This design comes from an exercise in tuning for small area and a short achievable clock period on the open sky130 flow, not from production work. Only simulation tests tie the RTL to the original design; equivalence was not proved.

==> flow/design.v <==
module mm_fa (input a, input b, input c, output s, output co);
assign s  = a ^ b ^ c;
assign co = (a & b) | (c & (a ^ b));
endmodule
module mm_ha (input a, input b, output s, output co);
assign s  = a ^ b;
assign co = a & b;
endmodule
module montgomery_multiply (
    input           clk,
    input   [11:0]  a0,
    input   [11:0]  b0,
    output  [11:0]  r
);
reg [22:0] px1;
reg [21:0] py1;
reg [23:0] p2r;
reg [12:0] qhn3;
reg [12:0] pl3;
reg [12:0] r4;
wire w1;
wire w2;
wire w3;
wire w4;
wire w5;
wire w6;
wire w7;
wire w8;
wire w9;
wire w10;
wire w11;
wire w12;
wire w13;
wire w14;
wire w15;
wire w16;
wire w17;
wire w18;
wire w19;
wire w20;
wire w21;
wire w22;
wire w23;
wire w24;
wire w25;
wire w26;
wire w27;
wire w28;
wire w29;
wire w30;
wire w31;
wire w32;
wire w33;
wire w34;
wire w35;
wire w36;
wire w37;
wire w38;
wire w39;
wire w40;
wire w41;
wire w42;
wire w43;
wire w44;
wire w45;
wire w46;
wire w47;
wire w48;
wire w49;
wire w50;
wire w51;
wire w52;
wire w53;
wire w54;
wire w55;
wire w56;
wire w57;
wire w58;
wire w59;
wire w60;
wire w61;
wire w62;
wire w63;
wire w64;
wire w65;
wire w66;
wire w67;
wire w68;
wire w69;
wire w70;
wire w71;
wire w72;
wire w73;
wire w74;
wire w75;
wire w76;
wire w77;
wire w78;
wire w79;
wire w80;
wire w81;
wire w82;
wire w83;
wire w84;
wire w85;
wire w86;
wire w87;
wire w88;
wire w89;
wire w90;
wire w91;
wire w92;
wire w93;
wire w94;
wire w95;
wire w96;
wire w97;
wire w98;
wire w99;
wire w100;
wire w101;
wire w102;
wire w103;
wire w104;
wire w105;
wire w106;
wire w107;
wire w108;
wire w109;
wire w110;
wire w111;
wire w112;
wire w113;
wire w114;
wire w115;
wire w116;
wire w117;
wire w118;
wire w119;
wire w120;
wire w121;
wire w122;
wire w123;
wire w124;
wire w125;
wire w126;
wire w127;
wire w128;
wire w129;
wire w130;
wire w131;
wire w132;
wire w133;
wire w134;
wire w135;
wire w136;
wire w137;
wire w138;
wire w139;
wire w140;
wire w141;
wire w142;
wire w143;
wire w144;
wire w145;
wire w146;
wire w147;
wire w148;
wire w149;
wire w150;
wire w151;
wire w152;
wire w153;
wire w154;
wire w155;
wire w156;
wire w157;
wire w158;
wire w159;
wire w160;
wire w161;
wire w162;
wire w163;
wire w164;
wire w165;
wire w166;
wire w167;
wire w168;
wire w169;
wire w170;
wire w171;
wire w172;
wire w173;
wire w174;
wire w175;
wire w176;
wire w177;
wire w178;
wire w179;
wire w180;
wire w181;
wire w182;
wire w183;
wire w184;
wire w185;
wire w186;
wire w187;
wire w188;
wire w189;
wire w190;
wire w191;
wire w192;
wire w193;
wire w194;
wire w195;
wire w196;
wire w197;
wire w198;
wire w199;
wire w200;
wire w201;
wire w202;
wire w203;
wire w204;
wire w205;
wire w206;
wire w207;
wire w208;
wire w209;
wire w210;
wire w211;
wire w212;
wire w213;
wire w214;
wire w215;
wire w216;
wire w217;
wire w218;
wire w219;
wire w220;
wire w221;
wire w222;
wire w223;
wire w224;
wire w225;
wire w226;
wire w227;
wire w228;
wire w229;
wire w230;
wire w231;
wire w232;
wire w233;
wire w234;
wire w235;
wire w236;
wire w237;
wire w238;
wire w239;
wire w240;
wire w241;
wire w242;
wire w243;
wire w244;
wire w245;
wire w246;
wire w247;
wire w248;
wire w249;
wire w250;
wire w251;
wire w252;
wire w253;
wire w254;
wire w255;
wire w256;
wire w257;
wire w258;
wire w259;
wire w260;
wire w261;
wire w262;
wire w263;
wire w264;
wire w265;
wire w266;
wire w267;
wire w268;
wire w269;
wire w270;
wire w271;
wire w272;
wire w273;
wire w274;
wire w275;
wire w276;
wire w277;
wire w278;
wire w279;
wire w280;
wire w281;
wire w282;
wire w283;
wire w284;
wire w285;
wire w286;
wire w287;
wire w288;
wire w289;
wire w290;
wire w291;
wire w292;
wire w293;
wire w294;
wire w295;
wire w296;
wire w297;
wire w298;
wire w299;
wire w300;
wire w301;
wire w302;
wire w303;
wire w304;
wire w305;
wire w306;
wire w307;
wire w308;
wire w309;
wire w310;
wire w311;
wire w312;
wire w313;
wire w314;
wire w315;
wire w316;
wire w317;
wire w318;
wire w319;
wire w320;
wire w321;
wire w322;
wire w323;
wire w324;
wire w325;
wire w326;
wire w327;
wire w328;
wire w329;
wire w330;
wire w331;
wire w332;
wire w333;
wire w334;
wire w335;
wire w336;
wire w337;
wire w338;
wire w339;
wire w340;
wire w341;
wire w342;
wire w343;
wire w344;
wire w345;
wire w346;
wire w347;
wire w348;
wire w349;
wire w350;
wire w351;
wire w352;
wire w353;
wire w354;
wire w355;
wire w356;
wire w357;
wire w358;
wire w359;
wire w360;
wire w361;
wire w362;
wire w363;
wire w364;
wire w365;
wire w366;
wire w367;
wire w368;
wire w369;
wire w370;
wire w371;
wire w372;
wire w373;
wire w374;
wire w375;
wire w376;
wire w377;
wire w378;
wire w379;
wire w380;
wire w381;
wire w382;
wire w383;
wire w384;
wire w385;
wire w386;
wire w387;
wire w388;
wire w389;
wire w390;
wire w391;
wire w392;
wire w393;
wire w394;
wire w395;
wire w396;
wire w397;
wire w398;
wire w399;
wire w400;
wire w401;
wire w402;
wire w403;
wire w404;
wire w405;
wire w406;
wire w407;
wire w408;
wire w409;
wire w410;
wire w411;
wire w412;
wire w413;
wire w414;
wire w415;
wire w416;
wire w417;
wire w418;
wire w419;
wire w420;
wire w421;
wire w422;
wire w423;
wire w424;
wire w425;
wire w426;
wire w427;
wire w428;
wire w429;
wire w430;
wire w431;
wire w432;
wire w433;
wire w434;
wire w435;
wire w436;
wire w437;
wire w438;
wire w439;
wire w440;
wire w441;
wire w442;
wire w443;
wire w444;
wire w445;
wire w446;
wire w447;
wire w448;
wire w449;
wire w450;
wire w451;
wire w452;
wire w453;
wire w454;
wire w455;
wire w456;
wire w457;
wire w458;
wire w459;
wire w460;
wire w461;
wire w462;
wire w463;
wire w464;
wire w465;
wire w466;
wire w467;
wire w468;
wire w469;
wire w470;
assign w1 = a0[0] & b0[0];
assign w2 = a0[0] & b0[1];
assign w3 = a0[0] & b0[2];
assign w4 = a0[0] & b0[3];
assign w5 = a0[0] & b0[4];
assign w6 = a0[0] & b0[5];
assign w7 = a0[0] & b0[6];
assign w8 = a0[0] & b0[7];
assign w9 = a0[0] & b0[8];
assign w10 = a0[0] & b0[9];
assign w11 = a0[0] & b0[10];
assign w12 = a0[0] & b0[11];
assign w13 = a0[1] & b0[0];
assign w14 = a0[1] & b0[1];
assign w15 = a0[1] & b0[2];
assign w16 = a0[1] & b0[3];
assign w17 = a0[1] & b0[4];
assign w18 = a0[1] & b0[5];
assign w19 = a0[1] & b0[6];
assign w20 = a0[1] & b0[7];
assign w21 = a0[1] & b0[8];
assign w22 = a0[1] & b0[9];
assign w23 = a0[1] & b0[10];
assign w24 = a0[1] & b0[11];
assign w25 = a0[2] & b0[0];
assign w26 = a0[2] & b0[1];
assign w27 = a0[2] & b0[2];
assign w28 = a0[2] & b0[3];
assign w29 = a0[2] & b0[4];
assign w30 = a0[2] & b0[5];
assign w31 = a0[2] & b0[6];
assign w32 = a0[2] & b0[7];
assign w33 = a0[2] & b0[8];
assign w34 = a0[2] & b0[9];
assign w35 = a0[2] & b0[10];
assign w36 = a0[2] & b0[11];
assign w37 = a0[3] & b0[0];
assign w38 = a0[3] & b0[1];
assign w39 = a0[3] & b0[2];
assign w40 = a0[3] & b0[3];
assign w41 = a0[3] & b0[4];
assign w42 = a0[3] & b0[5];
assign w43 = a0[3] & b0[6];
assign w44 = a0[3] & b0[7];
assign w45 = a0[3] & b0[8];
assign w46 = a0[3] & b0[9];
assign w47 = a0[3] & b0[10];
assign w48 = a0[3] & b0[11];
assign w49 = a0[4] & b0[0];
assign w50 = a0[4] & b0[1];
assign w51 = a0[4] & b0[2];
assign w52 = a0[4] & b0[3];
assign w53 = a0[4] & b0[4];
assign w54 = a0[4] & b0[5];
assign w55 = a0[4] & b0[6];
assign w56 = a0[4] & b0[7];
assign w57 = a0[4] & b0[8];
assign w58 = a0[4] & b0[9];
assign w59 = a0[4] & b0[10];
assign w60 = a0[4] & b0[11];
assign w61 = a0[5] & b0[0];
assign w62 = a0[5] & b0[1];
assign w63 = a0[5] & b0[2];
assign w64 = a0[5] & b0[3];
assign w65 = a0[5] & b0[4];
assign w66 = a0[5] & b0[5];
assign w67 = a0[5] & b0[6];
assign w68 = a0[5] & b0[7];
assign w69 = a0[5] & b0[8];
assign w70 = a0[5] & b0[9];
assign w71 = a0[5] & b0[10];
assign w72 = a0[5] & b0[11];
assign w73 = a0[6] & b0[0];
assign w74 = a0[6] & b0[1];
assign w75 = a0[6] & b0[2];
assign w76 = a0[6] & b0[3];
assign w77 = a0[6] & b0[4];
assign w78 = a0[6] & b0[5];
assign w79 = a0[6] & b0[6];
assign w80 = a0[6] & b0[7];
assign w81 = a0[6] & b0[8];
assign w82 = a0[6] & b0[9];
assign w83 = a0[6] & b0[10];
assign w84 = a0[6] & b0[11];
assign w85 = a0[7] & b0[0];
assign w86 = a0[7] & b0[1];
assign w87 = a0[7] & b0[2];
assign w88 = a0[7] & b0[3];
assign w89 = a0[7] & b0[4];
assign w90 = a0[7] & b0[5];
assign w91 = a0[7] & b0[6];
assign w92 = a0[7] & b0[7];
assign w93 = a0[7] & b0[8];
assign w94 = a0[7] & b0[9];
assign w95 = a0[7] & b0[10];
assign w96 = a0[7] & b0[11];
assign w97 = a0[8] & b0[0];
assign w98 = a0[8] & b0[1];
assign w99 = a0[8] & b0[2];
assign w100 = a0[8] & b0[3];
assign w101 = a0[8] & b0[4];
assign w102 = a0[8] & b0[5];
assign w103 = a0[8] & b0[6];
assign w104 = a0[8] & b0[7];
assign w105 = a0[8] & b0[8];
assign w106 = a0[8] & b0[9];
assign w107 = a0[8] & b0[10];
assign w108 = a0[8] & b0[11];
assign w109 = a0[9] & b0[0];
assign w110 = a0[9] & b0[1];
assign w111 = a0[9] & b0[2];
assign w112 = a0[9] & b0[3];
assign w113 = a0[9] & b0[4];
assign w114 = a0[9] & b0[5];
assign w115 = a0[9] & b0[6];
assign w116 = a0[9] & b0[7];
assign w117 = a0[9] & b0[8];
assign w118 = a0[9] & b0[9];
assign w119 = a0[9] & b0[10];
assign w120 = a0[9] & b0[11];
assign w121 = a0[10] & b0[0];
assign w122 = a0[10] & b0[1];
assign w123 = a0[10] & b0[2];
assign w124 = a0[10] & b0[3];
assign w125 = a0[10] & b0[4];
assign w126 = a0[10] & b0[5];
assign w127 = a0[10] & b0[6];
assign w128 = a0[10] & b0[7];
assign w129 = a0[10] & b0[8];
assign w130 = a0[10] & b0[9];
assign w131 = a0[10] & b0[10];
assign w132 = a0[10] & b0[11];
assign w133 = a0[11] & b0[0];
assign w134 = a0[11] & b0[1];
assign w135 = a0[11] & b0[2];
assign w136 = a0[11] & b0[3];
assign w137 = a0[11] & b0[4];
assign w138 = a0[11] & b0[5];
assign w139 = a0[11] & b0[6];
assign w140 = a0[11] & b0[7];
assign w141 = a0[11] & b0[8];
assign w142 = a0[11] & b0[9];
assign w143 = a0[11] & b0[10];
assign w144 = a0[11] & b0[11];
mm_ha u_w145 (.a(w10), .b(w21), .s(w145), .co(w146));
mm_fa u_w147 (.a(w11), .b(w22), .c(w33), .s(w147), .co(w148));
mm_ha u_w149 (.a(w44), .b(w55), .s(w149), .co(w150));
mm_fa u_w151 (.a(w12), .b(w23), .c(w34), .s(w151), .co(w152));
mm_fa u_w153 (.a(w45), .b(w56), .c(w67), .s(w153), .co(w154));
mm_ha u_w155 (.a(w78), .b(w89), .s(w155), .co(w156));
mm_fa u_w157 (.a(w24), .b(w35), .c(w46), .s(w157), .co(w158));
mm_fa u_w159 (.a(w57), .b(w68), .c(w79), .s(w159), .co(w160));
mm_ha u_w161 (.a(w90), .b(w101), .s(w161), .co(w162));
mm_fa u_w163 (.a(w36), .b(w47), .c(w58), .s(w163), .co(w164));
mm_fa u_w165 (.a(w69), .b(w80), .c(w91), .s(w165), .co(w166));
mm_fa u_w167 (.a(w48), .b(w59), .c(w70), .s(w167), .co(w168));
mm_ha u_w169 (.a(w7), .b(w18), .s(w169), .co(w170));
mm_fa u_w171 (.a(w8), .b(w19), .c(w30), .s(w171), .co(w172));
mm_ha u_w173 (.a(w41), .b(w52), .s(w173), .co(w174));
mm_fa u_w175 (.a(w9), .b(w20), .c(w31), .s(w175), .co(w176));
mm_fa u_w177 (.a(w42), .b(w53), .c(w64), .s(w177), .co(w178));
mm_ha u_w179 (.a(w75), .b(w86), .s(w179), .co(w180));
mm_fa u_w181 (.a(w32), .b(w43), .c(w54), .s(w181), .co(w182));
mm_fa u_w183 (.a(w65), .b(w76), .c(w87), .s(w183), .co(w184));
mm_fa u_w185 (.a(w98), .b(w109), .c(w145), .s(w185), .co(w186));
mm_fa u_w187 (.a(w66), .b(w77), .c(w88), .s(w187), .co(w188));
mm_fa u_w189 (.a(w99), .b(w110), .c(w121), .s(w189), .co(w190));
mm_fa u_w191 (.a(w146), .b(w147), .c(w149), .s(w191), .co(w192));
mm_fa u_w193 (.a(w100), .b(w111), .c(w122), .s(w193), .co(w194));
mm_fa u_w195 (.a(w133), .b(w148), .c(w150), .s(w195), .co(w196));
mm_fa u_w197 (.a(w151), .b(w153), .c(w155), .s(w197), .co(w198));
mm_fa u_w199 (.a(w112), .b(w123), .c(w134), .s(w199), .co(w200));
mm_fa u_w201 (.a(w152), .b(w154), .c(w156), .s(w201), .co(w202));
mm_fa u_w203 (.a(w157), .b(w159), .c(w161), .s(w203), .co(w204));
mm_fa u_w205 (.a(w102), .b(w113), .c(w124), .s(w205), .co(w206));
mm_fa u_w207 (.a(w135), .b(w158), .c(w160), .s(w207), .co(w208));
mm_fa u_w209 (.a(w162), .b(w163), .c(w165), .s(w209), .co(w210));
mm_fa u_w211 (.a(w81), .b(w92), .c(w103), .s(w211), .co(w212));
mm_fa u_w213 (.a(w114), .b(w125), .c(w136), .s(w213), .co(w214));
mm_fa u_w215 (.a(w164), .b(w166), .c(w167), .s(w215), .co(w216));
mm_fa u_w217 (.a(w60), .b(w71), .c(w82), .s(w217), .co(w218));
mm_fa u_w219 (.a(w93), .b(w104), .c(w115), .s(w219), .co(w220));
mm_fa u_w221 (.a(w126), .b(w137), .c(w168), .s(w221), .co(w222));
mm_fa u_w223 (.a(w72), .b(w83), .c(w94), .s(w223), .co(w224));
mm_fa u_w225 (.a(w105), .b(w116), .c(w127), .s(w225), .co(w226));
mm_fa u_w227 (.a(w84), .b(w95), .c(w106), .s(w227), .co(w228));
mm_ha u_w229 (.a(w5), .b(w16), .s(w229), .co(w230));
mm_fa u_w231 (.a(w6), .b(w17), .c(w28), .s(w231), .co(w232));
mm_ha u_w233 (.a(w39), .b(w50), .s(w233), .co(w234));
mm_fa u_w235 (.a(w29), .b(w40), .c(w51), .s(w235), .co(w236));
mm_fa u_w237 (.a(w62), .b(w73), .c(w169), .s(w237), .co(w238));
mm_fa u_w239 (.a(w63), .b(w74), .c(w85), .s(w239), .co(w240));
mm_fa u_w241 (.a(w170), .b(w171), .c(w173), .s(w241), .co(w242));
mm_fa u_w243 (.a(w97), .b(w172), .c(w174), .s(w243), .co(w244));
mm_fa u_w245 (.a(w175), .b(w177), .c(w179), .s(w245), .co(w246));
mm_fa u_w247 (.a(w176), .b(w178), .c(w180), .s(w247), .co(w248));
mm_fa u_w249 (.a(w181), .b(w183), .c(w185), .s(w249), .co(w250));
mm_fa u_w251 (.a(w182), .b(w184), .c(w186), .s(w251), .co(w252));
mm_fa u_w253 (.a(w187), .b(w189), .c(w191), .s(w253), .co(w254));
mm_fa u_w255 (.a(w188), .b(w190), .c(w192), .s(w255), .co(w256));
mm_fa u_w257 (.a(w193), .b(w195), .c(w197), .s(w257), .co(w258));
mm_fa u_w259 (.a(w194), .b(w196), .c(w198), .s(w259), .co(w260));
mm_fa u_w261 (.a(w199), .b(w201), .c(w203), .s(w261), .co(w262));
mm_fa u_w263 (.a(w200), .b(w202), .c(w204), .s(w263), .co(w264));
mm_fa u_w265 (.a(w205), .b(w207), .c(w209), .s(w265), .co(w266));
mm_fa u_w267 (.a(w206), .b(w208), .c(w210), .s(w267), .co(w268));
mm_fa u_w269 (.a(w211), .b(w213), .c(w215), .s(w269), .co(w270));
mm_fa u_w271 (.a(w212), .b(w214), .c(w216), .s(w271), .co(w272));
mm_fa u_w273 (.a(w217), .b(w219), .c(w221), .s(w273), .co(w274));
mm_fa u_w275 (.a(w138), .b(w218), .c(w220), .s(w275), .co(w276));
mm_fa u_w277 (.a(w222), .b(w223), .c(w225), .s(w277), .co(w278));
mm_fa u_w279 (.a(w117), .b(w128), .c(w139), .s(w279), .co(w280));
mm_fa u_w281 (.a(w224), .b(w226), .c(w227), .s(w281), .co(w282));
mm_fa u_w283 (.a(w96), .b(w107), .c(w118), .s(w283), .co(w284));
mm_fa u_w285 (.a(w129), .b(w140), .c(w228), .s(w285), .co(w286));
mm_fa u_w287 (.a(w108), .b(w119), .c(w130), .s(w287), .co(w288));
mm_ha u_w289 (.a(w4), .b(w15), .s(w289), .co(w290));
mm_fa u_w291 (.a(w27), .b(w38), .c(w49), .s(w291), .co(w292));
mm_fa u_w293 (.a(w61), .b(w230), .c(w231), .s(w293), .co(w294));
mm_fa u_w295 (.a(w232), .b(w234), .c(w235), .s(w295), .co(w296));
mm_fa u_w297 (.a(w236), .b(w238), .c(w239), .s(w297), .co(w298));
mm_fa u_w299 (.a(w240), .b(w242), .c(w243), .s(w299), .co(w300));
mm_fa u_w301 (.a(w244), .b(w246), .c(w247), .s(w301), .co(w302));
mm_fa u_w303 (.a(w248), .b(w250), .c(w251), .s(w303), .co(w304));
mm_fa u_w305 (.a(w252), .b(w254), .c(w255), .s(w305), .co(w306));
mm_fa u_w307 (.a(w256), .b(w258), .c(w259), .s(w307), .co(w308));
mm_fa u_w309 (.a(w260), .b(w262), .c(w263), .s(w309), .co(w310));
mm_fa u_w311 (.a(w264), .b(w266), .c(w267), .s(w311), .co(w312));
mm_fa u_w313 (.a(w268), .b(w270), .c(w271), .s(w313), .co(w314));
mm_fa u_w315 (.a(w272), .b(w274), .c(w275), .s(w315), .co(w316));
mm_fa u_w317 (.a(w276), .b(w278), .c(w279), .s(w317), .co(w318));
mm_fa u_w319 (.a(w280), .b(w282), .c(w283), .s(w319), .co(w320));
mm_fa u_w321 (.a(w141), .b(w284), .c(w286), .s(w321), .co(w322));
mm_fa u_w323 (.a(w120), .b(w131), .c(w142), .s(w323), .co(w324));
mm_ha u_w325 (.a(w3), .b(w14), .s(w325), .co(w326));
mm_fa u_w327 (.a(w26), .b(w37), .c(w289), .s(w327), .co(w328));
mm_fa u_w329 (.a(w229), .b(w290), .c(w291), .s(w329), .co(w330));
mm_fa u_w331 (.a(w233), .b(w292), .c(w293), .s(w331), .co(w332));
mm_fa u_w333 (.a(w237), .b(w294), .c(w295), .s(w333), .co(w334));
mm_fa u_w335 (.a(w241), .b(w296), .c(w297), .s(w335), .co(w336));
mm_fa u_w337 (.a(w245), .b(w298), .c(w299), .s(w337), .co(w338));
mm_fa u_w339 (.a(w249), .b(w300), .c(w301), .s(w339), .co(w340));
mm_fa u_w341 (.a(w253), .b(w302), .c(w303), .s(w341), .co(w342));
mm_fa u_w343 (.a(w257), .b(w304), .c(w305), .s(w343), .co(w344));
mm_fa u_w345 (.a(w261), .b(w306), .c(w307), .s(w345), .co(w346));
mm_fa u_w347 (.a(w265), .b(w308), .c(w309), .s(w347), .co(w348));
mm_fa u_w349 (.a(w269), .b(w310), .c(w311), .s(w349), .co(w350));
mm_fa u_w351 (.a(w273), .b(w312), .c(w313), .s(w351), .co(w352));
mm_fa u_w353 (.a(w277), .b(w314), .c(w315), .s(w353), .co(w354));
mm_fa u_w355 (.a(w281), .b(w316), .c(w317), .s(w355), .co(w356));
mm_fa u_w357 (.a(w285), .b(w318), .c(w319), .s(w357), .co(w358));
mm_fa u_w359 (.a(w287), .b(w320), .c(w321), .s(w359), .co(w360));
mm_fa u_w361 (.a(w288), .b(w322), .c(w323), .s(w361), .co(w362));
mm_fa u_w363 (.a(w132), .b(w143), .c(w324), .s(w363), .co(w364));
mm_ha u_w365 (.a(p2r[12]), .b(~p2r[16]), .s(w365), .co(w366));
mm_fa u_w367 (.a(p2r[11]), .b(p2r[13]), .c(~p2r[17]), .s(w367), .co(w368));
mm_ha u_w369 (.a(p2r[12]), .b(p2r[14]), .s(w369), .co(w370));
mm_ha u_w371 (.a(p2r[13]), .b(p2r[15]), .s(w371), .co(w372));
mm_ha u_w373 (.a(p2r[14]), .b(p2r[16]), .s(w373), .co(w374));
mm_ha u_w375 (.a(p2r[15]), .b(p2r[17]), .s(w375), .co(w376));
mm_ha u_w377 (.a(~p2r[18]), .b(p2r[11]), .s(w377), .co(w378));
mm_fa u_w379 (.a(~p2r[19]), .b(p2r[10]), .c(w366), .s(w379), .co(w380));
mm_fa u_w381 (.a(~p2r[18]), .b(~p2r[20]), .c(w368), .s(w381), .co(w382));
mm_fa u_w383 (.a(~p2r[19]), .b(~p2r[21]), .c(w370), .s(w383), .co(w384));
mm_fa u_w385 (.a(~p2r[20]), .b(~p2r[22]), .c(w372), .s(w385), .co(w386));
mm_fa u_w387 (.a(~p2r[21]), .b(~p2r[23]), .c(w374), .s(w387), .co(w388));
mm_fa u_w389 (.a(p2r[18]), .b(~p2r[22]), .c(~p2r[16]), .s(w389), .co(w390));
mm_fa u_w391 (.a(p2r[19]), .b(~p2r[23]), .c(p2r[16]), .s(w391), .co(w392));
mm_ha u_w393 (.a(p2r[18]), .b(p2r[20]), .s(w393), .co(w394));
mm_ha u_w395 (.a(~p2r[11]), .b(~p2r[13]), .s(w395), .co(w396));
mm_ha u_w397 (.a(~p2r[12]), .b(~p2r[14]), .s(w397), .co(w398));
mm_ha u_w399 (.a(~p2r[13]), .b(~p2r[15]), .s(w399), .co(w400));
mm_fa u_w401 (.a(p2r[10]), .b(~p2r[14]), .c(~p2r[16]), .s(w401), .co(w402));
mm_fa u_w403 (.a(~p2r[15]), .b(~p2r[17]), .c(~p2r[11]), .s(w403), .co(w404));
mm_fa u_w405 (.a(~p2r[10]), .b(w365), .c(w377), .s(w405), .co(w406));
mm_fa u_w407 (.a(w367), .b(w378), .c(w379), .s(w407), .co(w408));
mm_fa u_w409 (.a(w369), .b(w380), .c(w381), .s(w409), .co(w410));
mm_fa u_w411 (.a(w371), .b(w382), .c(w383), .s(w411), .co(w412));
mm_fa u_w413 (.a(w373), .b(w384), .c(w385), .s(w413), .co(w414));
mm_fa u_w415 (.a(w375), .b(w386), .c(w387), .s(w415), .co(w416));
mm_fa u_w417 (.a(w376), .b(w388), .c(w389), .s(w417), .co(w418));
mm_fa u_w419 (.a(~p2r[17]), .b(w390), .c(w391), .s(w419), .co(w420));
mm_fa u_w421 (.a(p2r[17]), .b(w392), .c(w393), .s(w421), .co(w422));
mm_fa u_w423 (.a(p2r[21]), .b(~p2r[19]), .c(w394), .s(w423), .co(w424));
mm_fa u_w425 (.a(p2r[22]), .b(p2r[19]), .c(~p2r[20]), .s(w425), .co(w426));
mm_fa u_w427 (.a(p2r[23]), .b(p2r[20]), .c(~p2r[21]), .s(w427), .co(w428));
mm_ha u_w429 (.a(p2r[21]), .b(~p2r[22]), .s(w429), .co(w430));
mm_ha u_w431 (.a(p2r[22]), .b(~p2r[23]), .s(w431), .co(w432));
mm_fa u_w433 (.a(qhn3[11]), .b(qhn3[3]), .c(qhn3[1]), .s(w433), .co(w434));
mm_fa u_w435 (.a(pl3[12]), .b(qhn3[12]), .c(qhn3[4]), .s(w435), .co(w436));
mm_ha u_w437 (.a(qhn3[2]), .b(qhn3[1]), .s(w437), .co(w438));
mm_ha u_w439 (.a(pl3[9]), .b(qhn3[9]), .s(w439), .co(w440));
mm_fa u_w441 (.a(qhn3[10]), .b(qhn3[2]), .c(qhn3[0]), .s(w441), .co(w442));
mm_fa u_w443 (.a(qhn3[0]), .b(pl3[10]), .c(~pl3[11]), .s(w443), .co(w444));
mm_fa u_w445 (.a(pl3[11]), .b(w434), .c(w435), .s(w445), .co(w446));
mm_ha u_w447 (.a(pl3[1]), .b(qhn3[1]), .s(w447), .co(w448));
mm_ha u_w449 (.a(pl3[2]), .b(qhn3[2]), .s(w449), .co(w450));
mm_ha u_w451 (.a(pl3[3]), .b(qhn3[3]), .s(w451), .co(w452));
mm_ha u_w453 (.a(pl3[4]), .b(qhn3[4]), .s(w453), .co(w454));
mm_ha u_w455 (.a(pl3[5]), .b(qhn3[5]), .s(w455), .co(w456));
mm_ha u_w457 (.a(pl3[6]), .b(qhn3[6]), .s(w457), .co(w458));
mm_ha u_w459 (.a(pl3[7]), .b(qhn3[7]), .s(w459), .co(w460));
mm_fa u_w461 (.a(qhn3[8]), .b(qhn3[0]), .c(~pl3[8]), .s(w461), .co(w462));
mm_fa u_w463 (.a(qhn3[1]), .b(pl3[8]), .c(w439), .s(w463), .co(w464));
mm_fa u_w465 (.a(~pl3[10]), .b(w440), .c(w441), .s(w465), .co(w466));
mm_fa u_w467 (.a(w433), .b(w442), .c(w443), .s(w467), .co(w468));
mm_fa u_w469 (.a(w437), .b(w444), .c(w445), .s(w469), .co(w470));
wire [23:0] p2 = {1'b0, px1[22], px1[21], px1[20], px1[19], px1[18], px1[17], px1[16], px1[15], px1[14], px1[13], px1[12], px1[11], px1[10], px1[9], px1[8], px1[7], px1[6], px1[5], px1[4], px1[3], px1[2], px1[1], px1[0]} + {1'b0, py1[21], py1[20], py1[19], py1[18], py1[17], py1[16], py1[15], py1[14], py1[13], py1[12], py1[11], py1[10], py1[9], py1[8], py1[7], py1[6], py1[5], py1[4], py1[3], py1[2], py1[1], py1[0], 1'b0};
wire [22:0] qs3 = {~p2r[23], w430, w428, w426, w424, w422, w420, w418, w416, w414, w412, w410, w408, w406, w404, w402, w400, w398, w396, ~p2r[10], ~p2r[12], ~p2r[11], p2r[10]} + {w432, w431, w429, w427, w425, w423, w421, w419, w417, w415, w413, w411, w409, w407, w405, w403, w401, w399, w397, w395, p2r[10], ~p2r[10], 1'b0};
wire [12:0] ra4 = {w468, w466, w464, w462, w460, w458, w456, w454, w452, w450, w448, pl3[0], qhn3[0]} + {w469, w467, w465, w463, w461, w459, w457, w455, w453, w451, w449, w447, ~pl3[0]};
always @(posedge clk) begin
    px1[0] <= w1;
    px1[1] <= w2;
    px1[2] <= w25;
    px1[3] <= w326;
    px1[4] <= w328;
    px1[5] <= w330;
    px1[6] <= w332;
    px1[7] <= w334;
    px1[8] <= w336;
    px1[9] <= w338;
    px1[10] <= w340;
    px1[11] <= w342;
    px1[12] <= w344;
    px1[13] <= w346;
    px1[14] <= w348;
    px1[15] <= w350;
    px1[16] <= w352;
    px1[17] <= w354;
    px1[18] <= w356;
    px1[19] <= w358;
    px1[20] <= w360;
    px1[21] <= w362;
    px1[22] <= w144;
    py1[0] <= w13;
    py1[1] <= w325;
    py1[2] <= w327;
    py1[3] <= w329;
    py1[4] <= w331;
    py1[5] <= w333;
    py1[6] <= w335;
    py1[7] <= w337;
    py1[8] <= w339;
    py1[9] <= w341;
    py1[10] <= w343;
    py1[11] <= w345;
    py1[12] <= w347;
    py1[13] <= w349;
    py1[14] <= w351;
    py1[15] <= w353;
    py1[16] <= w355;
    py1[17] <= w357;
    py1[18] <= w359;
    py1[19] <= w361;
    py1[20] <= w363;
    py1[21] <= w364;
    p2r[0] <= p2[0];
    p2r[1] <= p2[1];
    p2r[2] <= p2[2];
    p2r[3] <= p2[3];
    p2r[4] <= p2[4];
    p2r[5] <= p2[5];
    p2r[6] <= p2[6];
    p2r[7] <= p2[7];
    p2r[8] <= p2[8];
    p2r[9] <= p2[9];
    p2r[10] <= p2[10];
    p2r[11] <= p2[11];
    p2r[12] <= p2[12];
    p2r[13] <= p2[13];
    p2r[14] <= p2[14];
    p2r[15] <= p2[15];
    p2r[16] <= p2[16];
    p2r[17] <= p2[17];
    p2r[18] <= p2[18];
    p2r[19] <= p2[19];
    p2r[20] <= p2[20];
    p2r[21] <= p2[21];
    p2r[22] <= p2[22];
    p2r[23] <= p2[23];
    qhn3[0] <= ~qs3[10];
    qhn3[1] <= ~qs3[11];
    qhn3[2] <= ~qs3[12];
    qhn3[3] <= ~qs3[13];
    qhn3[4] <= ~qs3[14];
    qhn3[5] <= ~qs3[15];
    qhn3[6] <= ~qs3[16];
    qhn3[7] <= ~qs3[17];
    qhn3[8] <= ~qs3[18];
    qhn3[9] <= ~qs3[19];
    qhn3[10] <= ~qs3[20];
    qhn3[11] <= ~qs3[21];
    qhn3[12] <= ~qs3[22];
    pl3[0] <= p2r[0];
    pl3[1] <= p2r[1];
    pl3[2] <= p2r[2];
    pl3[3] <= p2r[3];
    pl3[4] <= p2r[4];
    pl3[5] <= p2r[5];
    pl3[6] <= p2r[6];
    pl3[7] <= p2r[7];
    pl3[8] <= p2r[8];
    pl3[9] <= p2r[9];
    pl3[10] <= p2r[10];
    pl3[11] <= p2r[11];
    pl3[12] <= p2r[12];
    r4 <= ra4;
end
assign r = r4[12] ? r4[11:0] + 12'd3329 : r4[11:0];
endmodule
module montgomery_top (
    input           clk     ,
    input           rst_n   ,
    input           en      ,
    input   [11:0]  a       ,
    input   [11:0]  b       ,
    output          busy    ,
    output          done    ,
    output  [11:0]  r
);
reg [4:0] vld;
always @(posedge clk) begin
    if (!rst_n) vld <= 5'd0;
    else        vld <= {vld[3:0], en};
end
assign done = vld[4];
assign busy = en | done;
reg [11:0] a0, b0;
always @(posedge clk) begin
    a0 <= a;
    b0 <= b;
end
montgomery_multiply u_mm (.clk(clk), .a0(a0), .b0(b0), .r(r));
endmodule
==> flow/run.sh <==
#!/bin/bash
# synth_recipe.tcl (not shown) runs the flow's synth.tcl, then flattens the netlist and writes it again
# the make line also repeats each setting of config.mk as NAME=value (left out here)
make -C /OpenROAD-flow-scripts/flow DESIGN_CONFIG=/design/flow/config.mk WORK_HOME=/design/flow/orfs CLKGATE_MAP_FILE= SYNTH_SCRIPT=/design/flow/synth_recipe.tcl finish
==> flow/config.mk <==
export PLATFORM = sky130hd
export DESIGN_NAME = montgomery_top
export DESIGN_NICKNAME = montgomery_top
export VERILOG_FILES = /design/flow/design.v
export SDC_FILE = /design/flow/constraint.sdc
export NUM_CORES = 4
export LEC_CHECK = 0
export ABC_CLOCK_PERIOD_IN_PS = 3500
export CAP_MARGIN = 20
export CORE_MARGIN = 2
export CORE_UTILIZATION = 40
export SETUP_SLACK_MARGIN = 4.4
export SLEW_MARGIN = 20
export SYNTH_HIERARCHICAL = 1
==> flow/constraint.sdc <==
create_clock -name core_clock -period 8.0 [get_ports {clk}]
set_input_delay 1.6000 -clock core_clock [delete_from_list [all_inputs] [get_ports {clk}]]
set_output_delay 1.6000 -clock core_clock [all_outputs]
set_load 0.01 [all_outputs]
==> results of run 1 <==
modules after synthesis, one instance, submodules excluded:
module	cell area (sq um)	times used	flip-flops and latches
montgomery_multiply	5810	1	108
montgomery_top	618	1	29
mm_fa	20.0	131	0
mm_ha	12.5	32	0
layout make-up:
type                       count  area (sq um)  area share (%)
multi-input combinational    645          6520            60.2
inverter                      33           124            1.14
clock inverter                15           221            2.04
timing repair buffer          41           393            3.63
clock buffer                  17           425            3.93
sequential                   137          2750            25.4
tap                          319           399            3.68
worst min path at each step:
stage | startpoint | endpoint | cells after the start
finish | u_mm.p2r[7]$_DFF_P_ | u_mm.pl3[7]$_DFF_P_ | 0
global route | u_mm.p2r[0]$_DFF_P_ | u_mm.pl3[0]$_DFF_P_ | 0
CTS | u_mm.p2r[7]$_DFF_P_ | u_mm.pl3[7]$_DFF_P_ | 0
detailed placement | u_mm.p2r[7]$_DFF_P_ | u_mm.pl3[7]$_DFF_P_ | 0
global placement | u_mm.p2r[9]$_DFF_P_ | u_mm.pl3[9]$_DFF_P_ | 0
floorplan | u_mm.px1[0]$_DFF_P_ | u_mm.p2r[0]$_DFF_P_ | 0
layout by cell type (no fill, tap or decap), types with 3 or more instances in the layout:
cell             count
a21oi_1             38
a21o_1              13
inv_8                5
nand2_1             25
clkdlybuf4s50_1     33
xor2_1              12
nor2_1              32
nand2b_1             4
o31ai_1              3
and2_1             151
o21ai_0              9
nand3_1              6
o211a_1              3
nand4_1              9
o21bai_1             4
bufinv_16            3
xnor2_1             43
o21ai_1              7
nor2b_1              6
clkbuf_16           17
ha_1                85
fa_1               132
a211o_1              3
inv_1               32
dfxtp_2              6
nor3_1               8
inv_6                4
o21a_1               6
o211ai_1             4
dfxtp_1            130
and3_1               3
cells by family (layout without fill, tap and decap cells):
group	after synthesis	in the layout
and+or+nand+nor	255	255
DFF	137	137
muxes	1	1
adders and majority gates	220	220
xor gates and xnor gates	55	55
buffers and inverters	61	106
AOI/OAI and AO/OA	114	114
metal layers:
metal / global-route usage, % / vias to the layer above
met5: 0 / -
met4: 5.45 / 0
met3: 2.57 / 22
met2: 26.6 / 95
met1: 21.2 / 2873
li1: - / 2852
timing repair:
action / in CTS / in global routing
setup buffers: 0 / 1
gates resized for setup: 14 / 19
pin swaps: 0 / 2
hold buffers: 0 / 0
endpoints found under the setup margin: 7 / 14
registers in the layout, summed over array words and instances (netlist names):
name,flops
vld,5
u_mm.pl3,13
u_mm.px1,23
u_mm.p2r,24
u_mm.py1,22
u_mm.r4,13
a0,12
u_mm.qhn3,13
b0,12
Yosys cell counts (all sizes together), types with 4 or more instances:
cell type / instances
o31ai: 5
a21oi: 40
o21a: 6
inv: 33
xor2: 12
a21o: 13
o21ai: 17
fa: 133
nand2b: 4
o21bai: 4
nand4: 9
nand3: 6
dfxtp: 137
clkbuf: 28
nand2: 25
o211ai: 4
and2: 151
nor2b: 6
xnor2: 43
nor2: 33
nor3: 8
ha: 87
==> summary.md, run 1 <==
| Metric | Value |
|---|---|
| M1 WL | 8630 um |
| Die height | 158 um |
| Initial DRC Count | 182 |
| Final count of negative-setup-slack endpoints | 0 |
| Layout cell share with drive strength beyond 1 | 7.21% |
| DRC | 0 |
| Post-route cell area | 10800 sq um |
| HPWL Detailed | 14000 um |
| Pre-CTS setup slack | 3.69 ns |
| Setup slack after layout | 4.39 ns |
| CP Cell Sequence | clkbuf_2 > or2_1 > buf_2 |
| Highest Signal Layer | met4 |
| Sequential fraction of the synthesis area | 29.0% |
| FF-to-FF Start | u_mm.p2r[17]$_DFF_P_ |
| Worst slew margin | 63.9% |
| Crit path depth | 3 |
| Cell count after synthesis | 843 |
| Worst path top cell family by delay | buffers and inverters |
| Final Max Slew Viols | 0 |
| Number of synthesized register bits | 137 |
| Worst-skew pair later-pin latency | 0.42 ns |
| Simple-Gate Fraction of Synth Area | 15.3% |
| Max_cap viols | 0 |
| Post-Syn Area per Cell | 11.2 sq um |
| Post-detailed-route count of antenna-violating nets | 0 |
| Die width | 158 um |
| Total number of vias | 5842 |
| Post-synth EDFFs | 0 |
| Yosys Warn Count | 8 |
| Req. time, crit path | 6.40 ns |
| Placed Cells | 1174 |
| Vias in the first global route | 6267 |
| Crit path time final | 3.61 ns |
| Die ar. | 24900 sq um |
| Post-layout net count | 1122 |
| Starting Density | 40.5% |
| First-pass GRT wire length | 31000 um |
| CTS buffer count | 17 |
| Worst-Margin Slew | 0.529 ns |
| WS Path Type | primary input to output pin |
| I/O Buffers | 40 |
| Crit path largest cell delay | 0.19 ns |
| Fmax | 0.277 GHz |
| Core Box Area | 23300 sq um |
| Pin count of the biggest net entering global routing | 17 |
| Worst Path Buf+Inv | 2 |
| Most common flop cell mapped by yosys | dfxtp_1 |
| R2R setup slack | 4.57 ns |
| TritonCTS clock tree | done |
| Metal3 WL | 438 um |
| Critical path launch point type | primary input |
| CTS H-tree lvls | 4 |
| Multiplexer share of the synthesized area | 0.119% |
| Clock Pin Slew Worst Setup and Hold Paths | 0.06 ns |
| Synth Area in XOR/XNOR | 5.10% |
| Slowest CP cell | or2_1 |
| RSZ-0062 raised after global routing | true |
| IO Count | 41 |
| Post-synthesis compound-gate area fraction | 8.39% |
| Netlist Area Pre-Place | 9450 sq um |
| Total track usage | 16.0% |
| Routability cong. | 0.886 |
| Yosys cell types | 50 |
| Via/cell ratio | 4.84 |
| Clk_skew | 0.0115 ns |
| Post-synthesis adder-cell area fraction | 39.7% |
| WHS | 0.320 ns |
| Clock root cell | clkbuf_16 |
| Initial antenna violation count | 0 |
| Met2 wire len | 8680 um |
| Post-Layout Cell Count | 1207 |
| Endpoints failing hold | 0 |
| Filler cell count | 2203 |
| Placed instance area | 10100 sq um |
| Setup TNS after final layout | 0 ns |
| Critical path endpoint category | output pin |
| DRT Pass-1 Iters | 4 |
| Overall routed net length | 18100 um |
| Top cells by area, synth | dfxtp_1 (29%), fa_1 (28%), ha_1 (12%) |
| GRT overflow | 0 |
| Post-Syn Nets | 1090 |
| Status | timing/DRC/antenna clean |
| Combinational family with the most area after synthesis | adder cells |
| Area growth syn-to-layout | 14.6% |
| Post-synth top area cell | dfxtp_1 |
| Worst-case clock buffer depth | 2 |
| Num Clock Sinks | 137 |
| Capturing point of the worst reg2reg path | u_mm.qhn3[10]$_DFF_P_ |
| Crit path max fanout | 2 |
| Hold WC Path Type | register to register |
| Reg2reg path depth | 12 |
| # diodes | 0 |
| Tcrit/Tclk final | 45.2% |
| Crit path from | en |
| # rows | 56 |
| Routed length per instance | 15.0 um |
| Util after Layout | 46.4% |
| CP Capture Point | busy |
| Critical Path AT | 2.01 ns |
| Synth top area share | 29.0% |
| Ys async rst share | 0% |
==> inputs of run 2 (changes only) <==
--- a/flow/config.mk
+++ b/flow/config.mk
@@ -8,7 +8,9 @@
 export ABC_CLOCK_PERIOD_IN_PS = 3500
 export CAP_MARGIN = 20
 export CORE_MARGIN = 2
-export CORE_UTILIZATION = 40
+export CORE_UTILIZATION = 65
+export CTS_BUF_LIST = sky130_fd_sc_hd__clkbuf_4
+export CTS_CLUSTER_SIZE = 40
 export SETUP_SLACK_MARGIN = 4.4
 export SLEW_MARGIN = 20
 export SYNTH_HIERARCHICAL = 1
==> run 2 against run 1 <==
Still clean on timing, DRC and antenna. Design area shrank 4.4%. Synthesized cell count is the same. Area after synthesis is the same. Sequential share of layout area grew 1.2 points.
==> summary.md, run 2 <==
| Metric | Value |
|---|---|
| Status | timing/DRC/antenna clean |
| Yosys Warn Count | 8 (unchanged) |
| Post-detailed-route count of antenna-violating nets | 0 (unchanged) |
| Clock root cell | clkbuf_4 |
| Commonest non-fill, non-tap cell in the layout | and2_1 |
| Routed length per instance | 16.8 um (+12%) |
| Synth top area share | 29.0% (unchanged) |
| Count leader, synth | and2_1 |
| Reg area | 2760 sq um (+0.27%) |
| Max_cap viols | 0 (unchanged) |
| Worst-case clock buffer depth | 2 (unchanged) |
| Hold WC Path Type | register to register |
| Largest registers | u_mm.p2r (24), u_mm.px1 (23), u_mm.py1 (22) |
| Endpoints failing hold | 0 (unchanged) |
| DRC | 0 (unchanged) |
| HPWL Detailed | 14200 um (+1.2%) |
| Most common flop cell mapped by yosys | dfxtp_1 |
| Crit path largest cell delay | 0.19 ns (about the same) |
| GRT overflow | 0 (unchanged) |
| CP Cell Sequence | buf_6 > or2_1 > buf_2 |
| I/O Buffers | 40 (unchanged) |
| Largest Register | u_mm.p2r |
| Crit path max fanout | 2 (unchanged) |
| DRT Pass-1 Iters | 4 (unchanged) |
| Setup TNS after final layout | 0 ns (unchanged) |
| Netlist Area Pre-Place | 9450 sq um (unchanged) |
| WS Path Type | primary input to output pin |
| Initial DRC Count | 291 (+60%) |
| Post-Syn Nets | 1090 (unchanged) |
| Largest register FFs | 24 (unchanged) |
| Slowest CP cell | or2_1 |
| Initial antenna violation count | 0 (unchanged) |
| Starting Density | 65.8% (+25 points) |
| Final count of negative-setup-slack endpoints | 0 (unchanged) |
| Fmax | 0.277 GHz (+0.10%) |
| Synth cell count leaders | and2_1 (151), dfxtp_1 (137), fa_1 (133) |
| RSZ-0062 raised after global routing | true |
| Post-synth EDFFs | 0 (unchanged) |
| Post-layout net count | 1128 (+0.53%) |
| Core Box Area | 14400 sq um (-38%) |
| Via/cell ratio | 5.65 (+17%) |
| Vias in the first global route | 6640 (+6.0%) |
| Most frequent cells in the layout | and2_1 (151), fa_1 (131), dfxtp_1 (128) |
| Clock Pin Slew Worst Setup and Hold Paths | 0.10 ns (+0.04 ns) |
| Filler cell count | 1070 (-51%) |
| Yosys cell types | 50 (unchanged) |
| Worst Path Buf+Inv | 2 (unchanged) |
| Top cells by area, synth | dfxtp_1 (29%), fa_1 (28%), ha_1 (12%) |
| CTS H-tree lvls | 4 (unchanged) |
| IO Count | 41 (unchanged) |
| Total track usage | 24.9% (+9.0 points) |
| Placed Cells | 1039 (-11%) |
| First-pass GRT wire length | 30900 um (-0.31%) |
| TritonCTS clock tree | done |
| Worst path top cell family by delay | buffers and inverters |
| Area growth syn-to-layout | 9.59% |
| Post-Syn Area per Cell | 11.2 sq um (unchanged) |
| Total number of vias | 6083 (+4.1%) |
| Multi-input logic area | 6540 sq um (+0.33%) |
| Overall routed net length | 18100 um (+0.18%) |
| Crit path time final | 3.61 ns (-0.00372 ns) |
| Sequential fraction of the synthesis area | 29.0% (unchanged) |
| Final Max Slew Viols | 0 (unchanged) |
| Layout cell share with drive strength beyond 1 | 8.51% (+1.3 points) |
| Die height | 125 um (-21%) |
| Worst-skew pair later-pin latency | 0.56 ns (+0.14 ns) |
| CTS buffer count | 17 (unchanged) |
| Routability cong. | 0.942 (+6.3%) |
| Worst slew margin | 69.8% (+5.9 points) |
| Num Clock Sinks | 137 (unchanged) |
| # diodes | 0 (unchanged) |
| Number of synthesized register bits | 137 (unchanged) |
| Tcrit/Tclk final | 45.1% (-0.047 points) |
| Util after Layout | 72.1% (+26 points) |
| Critical path endpoint category | output pin |
| Die width | 125 um (-21%) |
| Pin count of the biggest net entering global routing | 17 (unchanged) |
| # rows | 44 (-21%) |
| Post-Layout Cell Count | 1077 (-11%) |
| Critical path launch point type | primary input |
| Ys async rst share | 0% (unchanged) |
| Req. time, crit path | 6.40 ns (about the same) |
| Critical Path AT | 2.01 ns (about the same) |
| Cell count after synthesis | 843 (unchanged) |
| # hold bufs at CTS | 0 (unchanged) |
| Worst-Margin Slew | 0.442 ns (-0.0866 ns) |
| Clk_skew | 0.0210 ns (+0.00953 ns) |
| Die ar. | 15500 sq um (-38%) |
| Post-synth top area cell | dfxtp_1 |
## run 2: cell count changes in the layout (fill, tap and decap cells not counted), moves of 5 or more
cell and change:
inv_8 -5, clkdlybuf4s50_1 -5, clkbuf_4 +22, buf_4 +6, clkbuf_16 -17
## run 2: cell type report
cell class,instances,area share [%]
clock buffers,22,1.59
clock inverters,9,0.979
inverters,33,1.20
multi-input cells,645,63.1
flip-flops and latches,137,26.7
well taps,184,2.22
repair buffers,47,4.22
## run 2: worst register-to-register path, delay by kind of cell, from the launching register on
family | cells | cell delay (ns)
adder cells (fa/ha/maj) | 4 | 1.57
AO/OA/AOI/OAI | 5 | 1.14
flip-flops | 1 | 0.37
buffers and inverters | 2 | 0.25
AND/OR/NAND/NOR | 1 | 0.09
## run 2: per-layer routing
| metal | up-vias | wire length (um) | track usage (%) |
|---|---|---|---|
| met2 | 184 | 9160 | 44.1 |
| met5 | - | 0 | 0 |
| met3 | 48 | 858 | 5.03 |
| li1 | 2869 | - | - |
| met1 | 2982 | 7450 | 29.9 |
| met4 | 0 | 622 | 9.98 |
## run 2: path summary, 6_finish.rpt
check,startpoint,end,slack [ns],depth (start not counted)
worst max-delay path,en,busy,4.39,3
worst min-delay path,u_mm.p2r[7]$_DFF_P_,u_mm.pl3[7]$_DFF_P_,0.33,0
worst max register to register,u_mm.p2r[17]$_DFF_P_,u_mm.qhn3[10]$_DFF_P_,4.50,12
worst min register to register,u_mm.p2r[7]$_DFF_P_,u_mm.pl3[7]$_DFF_P_,0.33,0
## run 2: cell families after synthesis
logic type	share of synthesized area, %
buffers and inverters	2.42
DFF	29.0
muxes	0.119
adders and majority gates	39.7
xor gates and xnor gates	5.10
and+or+nand+nor	15.3
AOI/OAI and AO/OA	8.39
## run 2: per-module statistics from Yosys (local to each module, per instance)
module | flops+latches | area [sq um] | cells
montgomery_multiply | 108 | 5810 | 645
montgomery_top | 29 | 618 | 35
mm_fa | 0 | 20.0 | 1
mm_ha | 0 | 12.5 | 1
## run 2: timing repair
action,CTS,global route
endpoints found under the setup margin,13,12
gates resized for setup,28,23
buffers inserted,3,4
pin swaps,3,9
## run 2: metrics by stage
step                      hold WS, ns  area, sq um  worst slack [ns]
after floorplan                 0.310         9450              4.57
after global placement          0.311         9980              3.72
after detailed placement        0.312         9980              3.72
after CTS                       0.339        10300              4.22
after global routing            0.337        10400              4.35
final                           0.335        10400              4.39
==> inputs of run 3 (changes only) <==
--- a/flow/config.mk
+++ b/flow/config.mk
@@ -9,7 +9,6 @@
 export CAP_MARGIN = 20
 export CORE_MARGIN = 2
 export CORE_UTILIZATION = 65
-export CTS_BUF_LIST = sky130_fd_sc_hd__clkbuf_4
 export CTS_CLUSTER_SIZE = 40
 export SETUP_SLACK_MARGIN = 4.4
 export SLEW_MARGIN = 20
==> run 3 against run 2 <==
Non-clock buffer count fell by 6. Die area did not move. Via count fell by 0.18%. Critical path type unchanged. Critical endpoint unchanged. Highest routed layer unchanged.
==> summary.md, run 3 <==
| Metric | Value |
|---|---|
| Status | timing/DRC/antenna clean |
| Crit path largest cell delay | 0.19 ns (about the same) |
| Starting Density | 65.8% (unchanged) |
| Post-synth top area cell | dfxtp_1 |
| Area growth syn-to-layout | 12.0% |
| Worst-case clock buffer depth | 2 (unchanged) |
| Initial DRC Count | 357 (+23%) |
| Critical path launch point type | primary input |
| CP Cell Sequence | clkbuf_2 > or2_1 > buf_2 |
| R2R setup slack | 4.52 ns (+0.02 ns) |
| Worst slew margin | 67.3% (-2.4 points) |
| Overall routed net length | 18200 um (+0.63%) |
| FF-to-FF Start | u_mm.p2r[17]$_DFF_P_ |
| WHS | 0.323 ns (-0.0123 ns) |
| Vias in the first global route | 6671 (+0.47%) |
| Slowest CP cell | or2_1 |
| TritonCTS clock tree | done |
| Most frequent cells in the layout | and2_1 (151), dfxtp_1 (132), fa_1 (131) |
| Via/cell ratio | 5.67 (+0.38%) |
| Crit path depth | 3 (unchanged) |
| Die height | 125 um (unchanged) |
| Routed length per instance | 17.0 um (+1.2%) |
| DRC | 0 (unchanged) |
| Total track usage | 25.2% (+0.25 points) |
| Core Box Area | 14400 sq um (unchanged) |
| Critical Path AT | 2.00 ns (about the same) |
| Initial antenna violation count | 0 (unchanged) |
| IO Count | 41 (unchanged) |
| Post-layout net count | 1122 (-0.53%) |
| Reg2reg path depth | 12 (unchanged) |
| # rows | 44 (unchanged) |
| Num Clock Sinks | 137 (unchanged) |
| Clock root cell | clkbuf_16 |
| Yosys cell types | 50 (unchanged) |
| Netlist Area Pre-Place | 9450 sq um (unchanged) |
| Largest register FFs | 24 (unchanged) |
| CTS H-tree lvls | 4 (unchanged) |
| Hold WC Path Type | register to register |
| GRT overflow | 0 (unchanged) |
| Number of synthesized register bits | 137 (unchanged) |
| Worst-Margin Slew | 0.489 ns (+0.0472 ns) |
| Most common flop cell mapped by yosys | dfxtp_1 |
| Final count of negative-setup-slack endpoints | 0 (unchanged) |
| Post-detailed-route count of antenna-violating nets | 0 (unchanged) |
| Clk_skew | 0.0131 ns (-0.00797 ns) |
| Worst Path Buf+Inv | 2 (unchanged) |
| Clock Pin Slew Worst Setup and Hold Paths | 0.05 ns (-0.05 ns) |
| Final Max Slew Viols | 0 (unchanged) |
| First-pass GRT wire length | 31100 um (+0.85%) |
| RSZ-0062 raised after global routing | true |
| Top cells by area, synth | dfxtp_1 (29%), fa_1 (28%), ha_1 (12%) |
| Post-Layout Cell Count | 1071 (-0.56%) |
| Post-synth EDFFs | 0 (unchanged) |
| Commonest non-fill, non-tap cell in the layout | and2_1 |
| Total number of vias | 6072 (-0.18%) |
| Max_cap viols | 0 (unchanged) |
| Crit path time final | 3.60 ns (-0.00654 ns) |
| Worst Hold Launch | u_mm.p2r[7]$_DFF_P_ |
| Setup TNS after final layout | 0 ns (unchanged) |
| Crit path from | en |
| Worst-skew pair later-pin latency | 0.42 ns (-0.14 ns) |
| I/O Buffers | 40 (unchanged) |
| Pin count of the biggest net entering global routing | 17 (unchanged) |
| Fmax | 0.277 GHz (+0.18%) |
| Worst path top cell family by delay | buffers and inverters |
| DRT Pass-1 Iters | 5 (+1) |
| Capturing point of the worst reg2reg path | u_mm.qhn3[12]$_DFF_P_ |
| Crit path max fanout | 2 (unchanged) |
| Largest Register | u_mm.p2r |
| Ys async rst share | 0% (unchanged) |
| Sequential fraction of the synthesis area | 29.0% (unchanged) |
| HPWL Detailed | 14200 um (unchanged) |
| Placed Cells | 1039 (unchanged) |
| Synth cell count leaders | and2_1 (151), dfxtp_1 (137), fa_1 (133) |
| Largest registers | u_mm.p2r (24), u_mm.px1 (23), u_mm.py1 (22) |
| Post-Syn Nets | 1090 (unchanged) |
| Routability cong. | 0.942 (unchanged) |
| Count leader, synth | and2_1 |
| Critical path endpoint category | output pin |
| Layout cell share with drive strength beyond 1 | 6.43% (-2.1 points) |
| WS Path Type | primary input to output pin |
| Synth top area share | 29.0% (unchanged) |
| Endpoints failing hold | 0 (unchanged) |
| Post-Syn Area per Cell | 11.2 sq um (unchanged) |
| CP Capture Point | busy |
| # diodes | 0 (unchanged) |
| Req. time, crit path | 6.40 ns (about the same) |
| CTS buffer count | 17 (unchanged) |
| Die ar. | 15500 sq um (unchanged) |
| Cell count after synthesis | 843 (unchanged) |
| Yosys Warn Count | 8 (unchanged) |
| # hold bufs at CTS | 0 (unchanged) |
| Die width | 125 um (unchanged) |
| Tcrit/Tclk final | 45.1% (-0.082 points) |
==> run 3: worst min-delay path by stage <==
stage	endpoint	slack (ns)	cells after the start
3_5_place_dp	u_mm.pl3[2]$_DFF_P_	0.31	0
2_1_floorplan	u_mm.p2r[0]$_DFF_P_	0.31	0
4_1_cts	u_mm.pl3[2]$_DFF_P_	0.32	0
5_1_grt	u_mm.pl3[3]$_DFF_P_	0.33	0
6_report	u_mm.pl3[7]$_DFF_P_	0.32	0
3_3_place_gp	u_mm.pl3[7]$_DFF_P_	0.31	0
==> run 3: per-module statistics from Yosys, one instance, submodules excluded <==
| module | cells inside | cell area (sq um) |
|---|---|---|
| mm_fa | 1 | 20.0 |
| mm_ha | 1 | 12.5 |
| montgomery_multiply | 645 | 5810 |
| montgomery_top | 35 | 618 |
==> run 3: metrics by stage <==
| step | setup WS (ns) | cell area [sq um] | util, % |
|---|---|---|---|
| after floorplan | 4.57 | 9450 | - |
| after global routing | 4.37 | 10600 | 73.6 |
| after global placement | 3.72 | 9980 | 69.4 |
| final | 4.40 | 10600 | 73.6 |
| after detailed placement | 3.72 | 9980 | 69.4 |
| after CTS | 4.22 | 10500 | 73.4 |
==> run 3: logic make-up (layout without fill, tap and decap cells) <==
group | count (synthesis) | after routing | share of synthesized area (%)
muxes | 1 | 1 | 0.119
AOI/OAI and AO/OA | 114 | 114 | 8.39
and+or+nand+nor | 255 | 255 | 15.3
adders and majority gates | 220 | 220 | 39.7
DFF | 137 | 137 | 29.0
xor gates and xnor gates | 55 | 55 | 5.10
buffers and inverters | 61 | 105 | 2.42
==> run 3: metal layers <==
layer  share of wire (%)  GRT usage [%]  vias to the layer above  routed length [um]
met5                   0              0                        -                   0
met4                 3.0           10.1                        0                 548
met3                 4.3           4.77                       49                 790
met2                  51           44.7                      183                9240
met1                  42           30.2                     2982                7630
li1                    -              -                     2858                   -
==> run 3: area by class of cell <==
class	instances	area, sq um
multi-input cells	645	6530
well taps	184	230
fillers	1027	3790
inverters	33	124
flip-flops and latches	137	2750
clock buffers	23	458
repair buffers	41	392
clock inverters	8	97.6
==> run 3: timing repair <==
action                                  4_1_cts  5_1_grt
buffers inserted                              1        0
pin swaps                                     2        5
gates resized for setup                      14       19
endpoints found under the setup margin        8       13
==> inputs of run 4 (changes only) <==
--- a/flow/config.mk
+++ b/flow/config.mk
@@ -5,11 +5,11 @@
 export SDC_FILE = /design/flow/constraint.sdc
 export NUM_CORES = 4
 export LEC_CHECK = 0
-export ABC_CLOCK_PERIOD_IN_PS = 3500
+export ABC_CLOCK_PERIOD_IN_PS = 3300
 export CAP_MARGIN = 20
 export CORE_MARGIN = 2
 export CORE_UTILIZATION = 65
 export CTS_CLUSTER_SIZE = 40
-export SETUP_SLACK_MARGIN = 4.4
+export SETUP_SLACK_MARGIN = 4.6
 export SLEW_MARGIN = 20
 export SYNTH_HIERARCHICAL = 1
==> run 4 against run 3 <==
Via count increased by 1.1%. Register-to-register slack gained 0.21 ns. Worst hold slack improved by 0.0014 ns. Non-clock buffer count is 10 higher. Still clean. Largest cell class unchanged.
==> summary.md, run 4 <==
| Metric | Value |
|---|---|
| Clock Pin Slew Worst Setup and Hold Paths | 0.05 ns (about the same) |
| Largest registers | u_mm.p2r (24), u_mm.px1 (23), u_mm.py1 (22) |
| Util after Layout | 75.2% (+1.5 points) |
| Worst path top cell family by delay | simple AND/OR/NAND/NOR gates |
| Layout cell share with drive strength beyond 1 | 9.69% (+3.3 points) |
| Commonest non-fill, non-tap cell in the layout | and2_1 |
| TritonCTS clock tree | done |
| Crit path time final | 3.62 ns (+0.0199 ns) |
| Worst Path Buf+Inv | 2 (unchanged) |
| Yosys cell types | 50 (unchanged) |
| Placed Cells | 1039 (unchanged) |
| Post-Syn Area per Cell | 11.2 sq um (unchanged) |
| Post-Syn Nets | 1090 (unchanged) |
| Setup TNS after final layout | 0 ns (unchanged) |
| Cell count after synthesis | 843 (unchanged) |
| RSZ-0062 raised after global routing | true |
| Pin count of the biggest net entering global routing | 17 (unchanged) |
| CTS buffer count | 17 (unchanged) |
| Post-layout net count | 1132 (+0.89%) |
| Vias in the first global route | 6824 (+2.3%) |
| Most common flop cell mapped by yosys | dfxtp_1 |
| GRT overflow | 0 (unchanged) |
| Routability cong. | 0.940 (-0.22%) |
| Clock root cell | clkbuf_16 |
| Critical path endpoint category | output pin |
| Crit path max fanout | 2 (unchanged) |
| Routed length per instance | 17.4 um (+2.6%) |
| HPWL Detailed | 14200 um (+0.25%) |
| Max_cap viols | 0 (unchanged) |
| Worst-case clock buffer depth | 2 (unchanged) |
| Core Box Area | 14400 sq um (unchanged) |
| Most frequent cells in the layout | and2_1 (151), fa_1 (130), dfxtp_1 (127) |
| Ys async rst share | 0% (unchanged) |
| Synth cell count leaders | and2_1 (151), dfxtp_1 (137), fa_1 (133) |
| Final Max Slew Viols | 0 (unchanged) |
| Grt met2 use | 45.1% (+0.39 points) |
| Synth top area share | 29.0% (unchanged) |
| Post-detailed-route count of antenna-violating nets | 0 (unchanged) |
| DRC | 0 (unchanged) |
| Via/cell ratio | 5.67 (about the same) |
| Fmax | 0.276 GHz (-0.55%) |
| # diodes | 0 (unchanged) |
| Post-route cell area | 10800 sq um (+2.1%) |
| Number of synthesized register bits | 137 (unchanged) |
| Critical path launch point type | primary input |
| Num Clock Sinks | 137 (unchanged) |
| Initial DRC Count | 341 (-4.5%) |
| Endpoints failing hold | 0 (unchanged) |
| Global Route met3 Usage | 5.50% (+0.73 points) |
| Top cells by area, synth | dfxtp_1 (29%), fa_1 (28%), ha_1 (12%) |
| Post-Layout Cell Count | 1082 (+1.0%) |
| Final count of negative-setup-slack endpoints | 0 (unchanged) |
| Die height | 125 um (unchanged) |
| Netlist Area Pre-Place | 9450 sq um (unchanged) |
| IO Count | 41 (unchanged) |
| Overall routed net length | 18900 um (+3.6%) |
| GRT Max-Usage Layer | met2 |
| Count leader, synth | and2_1 |
| Clk_skew | 0.0126 ns (-0.000453 ns) |
| WS Path Type | primary input to output pin |
| Area growth syn-to-layout | 14.3% |
| Die ar. | 15500 sq um (unchanged) |
| Crit path largest cell delay | 0.22 ns (+0.03 ns) |
| Largest Register | u_mm.p2r |
| Post-synth top area cell | dfxtp_1 |
| CP Cell Sequence | buf_6 > or2_4 > buf_6 |
| Tcrit/Tclk final | 45.3% (+0.25 points) |
| Yosys Warn Count | 8 (unchanged) |
| Worst-skew pair later-pin latency | 0.42 ns (about the same) |
| First-pass GRT wire length | 31700 um (+1.7%) |
| DRT Pass-1 Iters | 5 (unchanged) |
| Critical Path AT | 2.02 ns (+0.02 ns) |
| GR Layer Usage met1 | 30.2% (about the same) |
| Hold WC Path Type | register to register |
| Worst slew margin | 69.3% (+1.9 points) |
| Post-synth EDFFs | 0 (unchanged) |
| Starting Density | 65.8% (unchanged) |
| Worst-Margin Slew | 0.449 ns (-0.0402 ns) |
| Initial antenna violation count | 0 (unchanged) |
| Placed instance area | 9980 sq um (about the same) |
| Status | timing/DRC/antenna clean |
| Slowest CP cell | or2_4 |
| # rows | 44 (unchanged) |
| Total track usage | 25.5% (+0.32 points) |
| Total number of vias | 6139 (+1.1%) |
| Sequential fraction of the synthesis area | 29.0% (unchanged) |
| I/O Buffers | 40 (unchanged) |
| Most common cell on crit path | buf_6 |
| Die width | 125 um (unchanged) |
| Req. time, crit path | 6.40 ns (about the same) |
| Largest register FFs | 24 (unchanged) |
| # hold bufs at CTS | 0 (unchanged) |
| CTS H-tree lvls | 4 (unchanged) |
## run 4: cell types whose count changed in the layout (fill, tap and decap cells not counted), moves of 2 or more
| cell | previous run | this run |
|---|---|---|
| clkbuf_2 | 2 | 0 |
| clkdlybuf4s50_1 | 33 | 28 |
| clkbuf_1 | 5 | 2 |
| buf_6 | 0 | 3 |
| clkinvlp_4 | 0 | 3 |
| dfxtp_2 | 3 | 8 |
| dfxtp_1 | 132 | 127 |
| buf_2 | 1 | 3 |
| dlymetal6s2s_1 | 1 | 3 |
| buf_4 | 1 | 10 |
| a21oi_1 | 38 | 36 |
## run 4: worst reg2reg max path, cell delays in order (launching register included)
cell	delay [ns]
dfxtp_4	0.37
fa_2	0.40
fa_2	0.54
fa_2	0.45
ha_4	0.31
inv_1	0.05
nor3_1	0.17
o21ai_1	0.09
o211a_1	0.16
o211a_4	0.28
o31ai_2	0.23
xnor2_1	0.14
## run 4: through the flow
step	setup slack, ns	hold slack (ns)
floorplan	4.58	0.310
global placement	3.69	0.311
detailed placement	3.68	0.314
CTS	4.35	0.328
global route	4.37	0.330
finish	4.38	0.324
## run 4: worst paths after layout
| kind | startpoint | endpoint | slack, ns | cells after the start |
|---|---|---|---|---|
| worst max-delay path | en | busy | 4.38 | 3 |
| worst min-delay path | u_mm.p2r[7]$_DFF_P_ | u_mm.pl3[7]$_DFF_P_ | 0.32 | 0 |
| worst max register to register | u_mm.p2r[11]$_DFF_P_ | u_mm.qhn3[12]$_DFF_P_ | 4.73 | 11 |
| worst min register to register | u_mm.p2r[7]$_DFF_P_ | u_mm.pl3[7]$_DFF_P_ | 0.32 | 0 |
## run 4: layer usage
metal | vias up | share of wire [%]
met1 | 3032 | 42
li1 | 2872 | -
met2 | 185 | 51
met5 | - | 0
met4 | 0 | 3.2
met3 | 50 | 4.3
## run 4: what timing repair did
action,CTS,global route
resized for setup,49,19
pin swaps,9,10
setup buffers,4,7
setup endpoints to repair,17,14
endpoints found under the hold margin,0,0
## run 4: kinds of logic (layout without fill, tap and decap cells)
| group | Yosys count | count (layout) | synth area share (%) |
|---|---|---|---|
| AND/OR/NAND/NOR | 255 | 255 | 15.3 |
| adder cells (fa/ha/maj) | 220 | 220 | 39.7 |
| flip-flops | 137 | 137 | 29.0 |
| AO/OA/AOI/OAI | 114 | 114 | 8.39 |
| buffers and inverters | 61 | 116 | 2.42 |
| XOR/XNOR | 55 | 55 | 5.10 |
| multiplexers | 1 | 1 | 0.119 |
## run 4: modules after synthesis, one instance, submodules excluded
module / cell area, sq um / cells inside / flops+latches
mm_ha: 12.5 / 1 / 0
montgomery_top: 618 / 35 / 29
mm_fa: 20.0 / 1 / 0
montgomery_multiply: 5810 / 645 / 108
## run 4: layout make-up
| type | instances | area, sq um |
|---|---|---|
| fillers | 947 | 3570 |
| repair buffers | 51 | 477 |
| well taps | 184 | 230 |
| multi-input cells | 645 | 6610 |
| clock buffers | 21 | 460 |
| flip-flops and latches | 137 | 2760 |
| inverters | 33 | 124 |
| clock inverters | 11 | 145 |

==> re-timing with driven ports <==
How much do the figures lean on ideal ports? The routed layouts below were timed once more, with nothing changed but the port constraints.
Step 1, drivers: a clkbuf_16 drives clk and a buf_2 each remaining input, both assumed.
Step 2 adds t to the input delays and takes it off the output delays; t is the mean of the earliest and latest rising clock arrival at the registers after step 1. Input paths then give back, and output paths get back, about the clock's delay inside the block.
Three values: ideal, step 1, step 2; two values: the first two.
run | t (ns) | slack for setup (ns) | hold slack, ns | slew at the worst register clock pin (ns) | pins driven straight from the clock port
run 1 | 0.463 | 4.385 / 4.364 / 4.364 | 0.320 / 0.320 / 0.320 | 0.07 / 0.07 | 1
run 2 | 0.580 | 4.389 / 4.358 / 4.358 | 0.335 / 0.335 / 0.335 | 0.12 / 0.12 | 1
run 3 | 0.455 | 4.395 / 4.375 / 4.375 | 0.323 / 0.323 / 0.323 | 0.06 / 0.06 | 1
run 4 | 0.457 | 4.375 / 4.344 / 4.344 | 0.324 / 0.324 / 0.324 | 0.06 / 0.06 | 1
After both steps every run listed still meets setup and hold.
